Source: an optimization exercise on an open RTL-to-GDS flow (aim: small area and a short achievable clock period). Production flows keep margins and buffers that such runs may drop.
In this exercise RTL edits were held to simulation tests only and were not proved equivalent to the original.
Power and IR drop assume default switching activity.

JK:
// CPU
module CPU(clk, Reset, imem_addr, imem_data, dmem_addr, dmem_wdata, dmem_we, dmem_re,
           dmem_rdata, wb_we, wb_dest, wb_data);
Size: about 6,800 cells after synthesis, about 1,500 flip-flops, about 0.080 mm2 of cells after synthesis.
==> flow/config.mk <==
export PLATFORM = sky130hd
export DESIGN_NAME = CPU
export DESIGN_NICKNAME = CPU
export VERILOG_FILES = /design/flow/design.v
export SDC_FILE = /design/flow/constraint.sdc
export NUM_CORES = 8
export LEC_CHECK = 0
export CAP_MARGIN = 20
export CORE_MARGIN = 2
export CORE_UTILIZATION = 40
export SLEW_MARGIN = 20
==> flow/constraint.sdc <==
create_clock -name core_clock -period 11.0 [get_ports {clk}]
set_input_delay 2.2000 -clock core_clock [delete_from_list [all_inputs] [get_ports {clk}]]
set_output_delay 2.2000 -clock core_clock [all_outputs]
set_load 0.01 [all_outputs]
standard.sh (not shown) runs the stock make flow with config.mk's settings and CLKGATE_MAP_FILE= SYNTH_SCRIPT=/design/flow/synth_recipe.tcl, a recipe that flattens the netlist after the stock synthesis.
==> flow/flow/run.sh <==
#!/bin/bash
# Standard ORFS layout with stronger timing repair: repair_timing aims for
# extra setup slack and may swap cells across footprints; ports get buf_2
# buffers instead of the default delay-cell buffers; clock tree leaves drive
# sink clusters of up to 25 and no dummy loads are added; design repair aims
# closer to the slew and capacitance limits.
set -uo pipefail
bash standard.sh \
  SETUP_SLACK_MARGIN=7.35 \
  MATCH_CELL_FOOTPRINT=0 \
  "BUFFER_PORTS_ARGS=-buffer_cell sky130_fd_sc_hd__buf_2" \
  CAP_MARGIN=10 \
  SLEW_MARGIN=10 \
  "CTS_ARGS=-sink_clustering_enable -repair_clock_nets -dont_use_dummy_load -sink_clustering_size 25 -sink_clustering_max_diameter 80" \
  finish > standard.log 2>&1
Inputs modified between JK and MS:
--- a/flow/flow/run.sh
+++ b/flow/flow/run.sh
@@ -5,2 +5 @@
-# sink clusters of up to 25 and no dummy loads are added; design repair aims
-# closer to the slew and capacitance limits.
+# sink clusters of up to 20 and no dummy loads are added.
@@ -9 +8 @@
-  SETUP_SLACK_MARGIN=7.35 \
+  SETUP_SLACK_MARGIN=7.6 \
@@ -12,3 +11 @@
-  CAP_MARGIN=10 \
-  SLEW_MARGIN=10 \
-  "CTS_ARGS=-sink_clustering_enable -repair_clock_nets -dont_use_dummy_load -sink_clustering_size 25 -sink_clustering_max_diameter 80" \
+  "CTS_ARGS=-sink_clustering_enable -repair_clock_nets -dont_use_dummy_load -sink_clustering_size 20 -sink_clustering_max_diameter 60" \
Findings:
- Compared with JK, MS shows a overall power consumption that is 9.7% higher.
- Summary — fill cell instance count of the final layout, MS relative to JK: lower, by 585.
- The final cycle utilization of the critical path of MS and that of JK are within noise of each other.
- In the tables for JK and MS, number of gates resized after cts reads higher with MS.
- The higher actual transition at the worst max-transition pin came out of MS.
- Any difference in worst hold slack between JK and MS is small enough to ignore.
- MS has total detailed-routing wirelength above what JK had.
- MS: worst setup slack after layout 10 ps above JK
- Diff JK..MS | register-to-register slack | negligible
- Comparing JK with MS, the instance count after placement with tap cells included came out essentially unchanged.
Here is what was changed in the inputs of AL compared with MS.
--- a/flow/flow/run.sh
+++ b/flow/flow/run.sh
@@ -5 +5,2 @@
-# sink clusters of up to 20 and no dummy loads are added.
+# sink clusters of up to 25 and no dummy loads are added; design repair aims
+# closer to the slew and capacitance limits.
@@ -8 +9 @@
-  SETUP_SLACK_MARGIN=7.6 \
+  SETUP_SLACK_MARGIN=7.45 \
@@ -11 +12,3 @@
-  "CTS_ARGS=-sink_clustering_enable -repair_clock_nets -dont_use_dummy_load -sink_clustering_size 20 -sink_clustering_max_diameter 60" \
+  CAP_MARGIN=10 \
+  SLEW_MARGIN=10 \
+  "CTS_ARGS=-sink_clustering_enable -repair_clock_nets -dont_use_dummy_load -sink_clustering_size 25 -sink_clustering_max_diameter 80" \
- Re total of plain and repair buffers excluding clock buffers: AL and MS aren't equal, and the lower value belongs to AL.
- On worst setup slack: between AL and MS, it ends up higher for MS.
- Cell area | AL vs MS | AL smaller
The inputs of TR differ from those of AL as listed below.
--- a/flow/flow/run.sh
+++ b/flow/flow/run.sh
@@ -3 +3 @@
-# extra setup slack and may swap cells across footprints; ports get buf_2
+# extra setup slack and may swap cells across footprints; ports get buf_1
@@ -9 +9 @@
-  SETUP_SLACK_MARGIN=7.45 \
+  SETUP_SLACK_MARGIN=7.4 \
@@ -11 +11 @@
-  "BUFFER_PORTS_ARGS=-buffer_cell sky130_fd_sc_hd__buf_2" \
+  "BUFFER_PORTS_ARGS=-buffer_cell sky130_fd_sc_hd__buf_1" \
==> summary.txt <==
- AL -> TR: maximum frequency flat
- Compared to AL, the routing of TR uses less wire.
- On worst ir drop on vdd: between TR and AL, it ends up higher for AL.
- TR vs. AL: sequential cell area now sits at about the same level, detailed-route via count shrank by 384.
- Cell area: TR < AL
- AL -> TR: cell total after placement flat

========
Setup of run A:
CPU, a different RTL version from the one above (not shown whole).
Size: ~6,900 cells after synthesis, ~200 I/O pins, about 81,000 um^2 of cells after synthesis.
clock: 11.0 ns
lec_check: 0
cap_margin: 20
core_margin: 2
core_utilization: 40
slew_margin: 20
==> flow/flow/run.sh <==
#!/bin/bash
# Standard ORFS layout; repair_timing asked for extra setup slack.
set -uo pipefail
bash standard.sh SETUP_SLACK_MARGIN=7.3 finish > standard.log 2>&1
Run A | status: complete | timing, DRC, antenna: pass
diff inputs: run A => run D
==> flow/run.sh (new file) <==
#!/bin/bash
# synth_recipe.tcl (not shown) runs the flow's synth.tcl, then flattens the netlist and writes it again
# the make line also repeats each setting of config.mk as NAME=value (left out here)
make -C /OpenROAD-flow-scripts/flow DESIGN_CONFIG=/design/flow/config.mk WORK_HOME=/design/flow/orfs CLKGATE_MAP_FILE= SYNTH_SCRIPT=/design/flow/synth_recipe.tcl finish
removed: flow/flow/run.sh
removed: flow/standard.sh
### Flow results
Run A -> run D: critical path depth delta 0, exact match. A last element of the critical path of pc[11] is what run A shows, while pc[19] belongs to run D. Utilization after layout in run D is 4.4 points below run A. Global-route usage down 2.8 points in run D wrt run A. Comparing run D and run A, final setup slack of the worst path is lower on run D. Count of buffers added by post-CTS timing repair for setup (lower): run D. Run A was larger in final cell area than run D.

========
== run 1 ==
RTL: one of the versions met above, not the one the previous note started from.
Size: ~6,800 cells after synthesis, ~1,500 flip-flops, about 200 I/O pins, ~0.080 mm2 of cells after synthesis.
export LEC_CHECK = 0
export CAP_MARGIN = 20
export CORE_MARGIN = 2
export CORE_UTILIZATION = 40
export SLEW_MARGIN = 20
create_clock -name core_clock -period 11.0 [get_ports {clk}]
==> flow/flow/run.sh <==
#!/bin/bash
# Standard ORFS layout with stronger timing repair: repair_timing aims for
# extra setup slack and may swap cells across footprints; ports get buf_2
# buffers instead of the default delay-cell buffers; clock tree leaves drive
# sink clusters of up to 25 and no dummy loads are added; design repair aims
# closer to the slew and capacitance limits.
set -uo pipefail
bash standard.sh \
  SETUP_SLACK_MARGIN=7.4 \
  MATCH_CELL_FOOTPRINT=0 \
  "BUFFER_PORTS_ARGS=-buffer_cell sky130_fd_sc_hd__buf_2" \
  CAP_MARGIN=10 \
  PLACE_DENSITY=0.70 \
  SLEW_MARGIN=10 \
  "CTS_ARGS=-sink_clustering_enable -repair_clock_nets -dont_use_dummy_load -sink_clustering_size 25 -sink_clustering_max_diameter 80" \
  finish > standard.log 2>&1
For run 2, these inputs were changed with respect to run 1:
==> flow/flow/run.sh <==
#!/bin/bash
# Standard ORFS layout with stronger timing repair: repair_timing aims for
# extra setup slack and may swap cells across footprints; ports get buf_1
# buffers instead of the default delay-cell buffers; clock tree leaves drive
# sink clusters of up to 27 and no dummy loads are added; design repair aims
# closer to the slew and capacitance limits.
set -uo pipefail
bash standard.sh \
  SETUP_SLACK_MARGIN=7.4 \
  MATCH_CELL_FOOTPRINT=0 \
  "BUFFER_PORTS_ARGS=-buffer_cell sky130_fd_sc_hd__buf_1" \
  CAP_MARGIN=10 \
  SLEW_MARGIN=10 \
  "CTS_ARGS=-sink_clustering_enable -repair_clock_nets -dont_use_dummy_load -sink_clustering_size 27 -sink_clustering_max_diameter 80" \
  finish > standard.log 2>&1
[summary]
Run 2: all stages complete, timing, DRC and antenna checks passed
~same core occupancy in the finished layout in run 1 and run 2
Cmp run 1 and run 2 / worst max-slew margin expressed relative to the limit / higher: run 1
Summary of run 2 over run 1: maximum single-stage delay on the critical path moved down, share of cell area taken by multi-input logic gates moved down.
Run comparison: run 1 worst setup path endpoint hc[24]$_DFFE_PP_; run 2 worst setup path endpoint pc[2]$_SDFF_PP0_
Diff run 1 -> run 2: global-route usage now sits higher; worst hold slack now sits lower.
Between run 2 and run 1, the clock insertion delay at the later pin of the skew report figures differ only marginally.
Run 1 -> run 2: power decreased by a few percent
[inputs] run 3 vs run 2
==> flow/flow/run.sh <==
#!/bin/bash
# Standard ORFS layout with stronger timing repair: repair_timing aims for
# extra setup slack and may swap cells across footprints; ports get buf_2
# buffers instead of the default delay-cell buffers; clock tree leaves drive
# sink clusters of up to 25 and no dummy loads are added; design repair aims
# closer to the slew and capacitance limits.
set -uo pipefail
bash standard.sh \
  SETUP_SLACK_MARGIN=7.25 \
  MATCH_CELL_FOOTPRINT=0 \
  "BUFFER_PORTS_ARGS=-buffer_cell sky130_fd_sc_hd__buf_2" \
  CAP_MARGIN=10 \
  SLEW_MARGIN=10 \
  "CTS_ARGS=-sink_clustering_enable -repair_clock_nets -dont_use_dummy_load -sink_clustering_size 25 -sink_clustering_max_diameter 80" \
  finish > standard.log 2>&1
Run 3 vs. run 2: peak ir drop on the vdd network went up by 25%, clock-cell share of area roughly the same. Destination of the critical timing path: pc[4]$_SDFF_PP0_ -> run 3, pc[2]$_SDFF_PP0_ -> run 2. Run 3 reports a lower setup slack than run 2 does. No stage failed in run 3, and the final checks on the layout all came back clean. Compared with run 2, run 3 shows a higher worst hold slack.
> inputs changed (run 3 -> run 4)
diff --git a/flow/flow/run.sh b/flow/flow/run.sh
--- a/flow/flow/run.sh
+++ b/flow/flow/run.sh
@@ -8,3 +8,3 @@
 bash standard.sh \
-  SETUP_SLACK_MARGIN=7.25 \
+  SETUP_SLACK_MARGIN=7.4 \
   MATCH_CELL_FOOTPRINT=0 \
Run 4 reached the final stage; the timing, DRC and antenna checks on its layout passed.
Fraction of power consumed by combinational cells, run 3 and run 4: smaller value in run 4
The final reports for run 4 and run 3 show top achievable clock speed higher in the former.
Area added between synthesis and finish sits higher in run 4 than in run 3.
Compared with run 3, run 4 shows a higher clock group share of total power.
STATUS worst setup timing slack at the placement stage: run 4 wins against run 3

========
== lane 1 ==
Another version of the RTL of CPU (not shown whole).
Size in the first run: roughly 6800 cells after synthesis, roughly 0.081 mm^2 of cells after synthesis.
Settings: LEC_CHECK=0, CAP_MARGIN=20, CORE_MARGIN=2, CORE_UTILIZATION=40, SLEW_MARGIN=20; clock period 11.0 ns.
==> flow/flow/run.sh <==
#!/bin/bash
# Standard ORFS layout with stronger timing repair: repair_timing aims for
# extra setup slack, may swap cells across footprints, and ports get buf_4
# buffers instead of the default delay-cell buffers.
set -uo pipefail
bash standard.sh \
  SETUP_SLACK_MARGIN=7.2 \
  MATCH_CELL_FOOTPRINT=0 \
  "BUFFER_PORTS_ARGS=-buffer_cell sky130_fd_sc_hd__buf_4" \
  finish > standard.log 2>&1
--- input diff lane 1..lane 2 ---
==> flow/flow/run.sh <==
#!/bin/bash
# Standard ORFS layout with stronger timing repair: repair_timing aims for
# extra setup slack and may swap cells across footprints; ports get buf_2
# buffers instead of the default delay-cell buffers; clock tree leaves drive
# sink clusters of up to 20 and no dummy loads are added.
set -uo pipefail
bash standard.sh \
  SETUP_SLACK_MARGIN=7.5 \
  MATCH_CELL_FOOTPRINT=0 \
  "BUFFER_PORTS_ARGS=-buffer_cell sky130_fd_sc_hd__buf_2" \
  "CTS_ARGS=-sink_clustering_enable -repair_clock_nets -dont_use_dummy_load -sink_clustering_size 20 -sink_clustering_max_diameter 60" \
  finish > standard.log 2>&1
==> comparison <==
Against lane 1, lane 2 reports a total power density per cell area that is lower. Diff lane 1 -> lane 2: wire length has decreased, power share of the combinational group went up 2.2 points, arrival time of the worst setup path climbed 0.09 ns, setup slack went up 0.039 ns, design area stayed essentially flat. The count of plain and timing-repair buffers of lane 2 exceeds that of lane 1 by about 23%. Going from lane 1 to lane 2, synthesized netlist cell count was more or less identical, final core area utilization was more or less identical. Lane 1 and lane 2 ended up with nearly the same leakage power. On register share of the cell area, lane 2 tracks lane 1 almost exactly.

========
old:
RTL: one of the versions met above, not the one the previous note started from.
Size in the first run: ~6800 cells after synthesis, ~1500 flip-flops.
export LEC_CHECK = 0
export CAP_MARGIN = 20
export CORE_MARGIN = 2
export CORE_UTILIZATION = 40
export SLEW_MARGIN = 20
create_clock -name core_clock -period 11.0 [get_ports {clk}]
==> flow/flow/run.sh <==
#!/bin/bash
# Standard ORFS layout with stronger timing repair: repair_timing aims for
# extra setup slack and may swap cells across footprints; ports get buf_2
# buffers instead of the default delay-cell buffers; clock tree leaves drive
# sink clusters of up to 25 and no dummy loads are added; design repair aims
# closer to the slew and capacitance limits.
set -uo pipefail
bash standard.sh \
  SETUP_SLACK_MARGIN=7.5 \
  MATCH_CELL_FOOTPRINT=0 \
  "BUFFER_PORTS_ARGS=-buffer_cell sky130_fd_sc_hd__buf_2" \
  CAP_MARGIN=10 \
  SLEW_MARGIN=10 \
  "CTS_ARGS=-sink_clustering_enable -repair_clock_nets -dont_use_dummy_load -sink_clustering_size 25 -sink_clustering_max_diameter 80" \
  finish > standard.log 2>&1
Edits applied to the flow inputs when going from old to new:
==> flow/flow/run.sh <==
#!/bin/bash
# Standard ORFS layout with stronger timing repair: repair_timing aims for
# extra setup slack and may swap cells across footprints; ports get buf_2
# buffers instead of the default delay-cell buffers; clock tree leaves drive
# sink clusters of up to 20 and no dummy loads are added.
set -uo pipefail
bash standard.sh \
  SETUP_SLACK_MARGIN=7.4 \
  MATCH_CELL_FOOTPRINT=0 \
  "BUFFER_PORTS_ARGS=-buffer_cell sky130_fd_sc_hd__buf_2" \
  "CTS_ARGS=-sink_clustering_enable -repair_clock_nets -dont_use_dummy_load -sink_clustering_size 20 -sink_clustering_max_diameter 60" \
  finish > standard.log 2>&1
--- outcome ---
On area added between synthesis and finish, new and old are neck and neck.
Cmp new vs old: wire length of the first global-routing pass lower in new
old → new: depth of the worst register-to-register path went down, overall die height did not really move, number of antenna violations at the first check in global routing went down.
Diff old -> new: layout filler cell count shows an increase of 0.56%; non-clock buffer count shows a reduction of 19; routed wirelength normalized by instance count shows a reduction of about 1.7%; number of global-route vias before repair shows no meaningful change; aggregate negative setup slack shows no meaningful change.

-- what the ideal ports hide --
The results above use ideal ports. As a check the final layouts listed here were re-extracted and re-timed, cells and wires unchanged. Step 1 assumes that a clkbuf_16 drives the clock port and a buf_2 every other input. Step 2 adds t to the input delays and takes it off the output delays; t is the mean of the earliest and latest rising clock arrival at the registers after step 1. Input paths then give back, and output paths get back, about the clock's delay inside the block. Three values: ideal, step 1, step 2; two values: the first two.
| run | shift t [ns] | slack for setup (ns) | worst setup path at the end | worst data-port slew with drivers (ns) |
|---|---|---|---|---|
| JK | 0.851 | 7.183 / 7.183 / 6.638 | input to register | 0.09 |
| MS | 0.905 | 7.193 / 7.133 / 6.922 | input to register | 0.09 |
| AL | 0.873 | 7.180 / 7.180 / 6.687 | input to register | 0.09 |
| TR | 0.853 | 7.186 / 7.186 / 6.674 | input to register | 0.11 |
| run A | 0.948 | 6.176 / 6.176 / 6.176 | register to register | 0.09 |
| run D | 0.907 | 4.208 / 4.208 / 4.208 | register to register | 0.08 |
| run 1 | 0.850 | 7.191 / 7.191 / 6.901 | input to register | 0.18 |
| run 2 | 0.849 | 7.210 / 7.210 / 6.778 | input to register | 0.11 |
| run 3 | 0.835 | 6.950 / 6.950 / 6.605 | input to register | 0.09 |
| run 4 | 0.858 | 7.246 / 7.246 / 6.769 | input to register | 0.10 |
| lane 1 | 0.911 | 7.108 / 7.108 / 6.627 | input to register | 0.08 |
| lane 2 | 0.892 | 7.147 / 7.147 / 6.876 | input to register | 0.07 |
| old | 0.841 | 7.128 / 7.128 / 6.873 | input to register | 0.10 |
| new | 0.890 | 7.198 / 7.198 / 6.763 | input to register | 0.10 |
After both steps every run listed still meets setup and hold. For JK, which loses most, drivers alone change the setup slack by 0.000 ns; drivers and shift together by -0.545 ns.
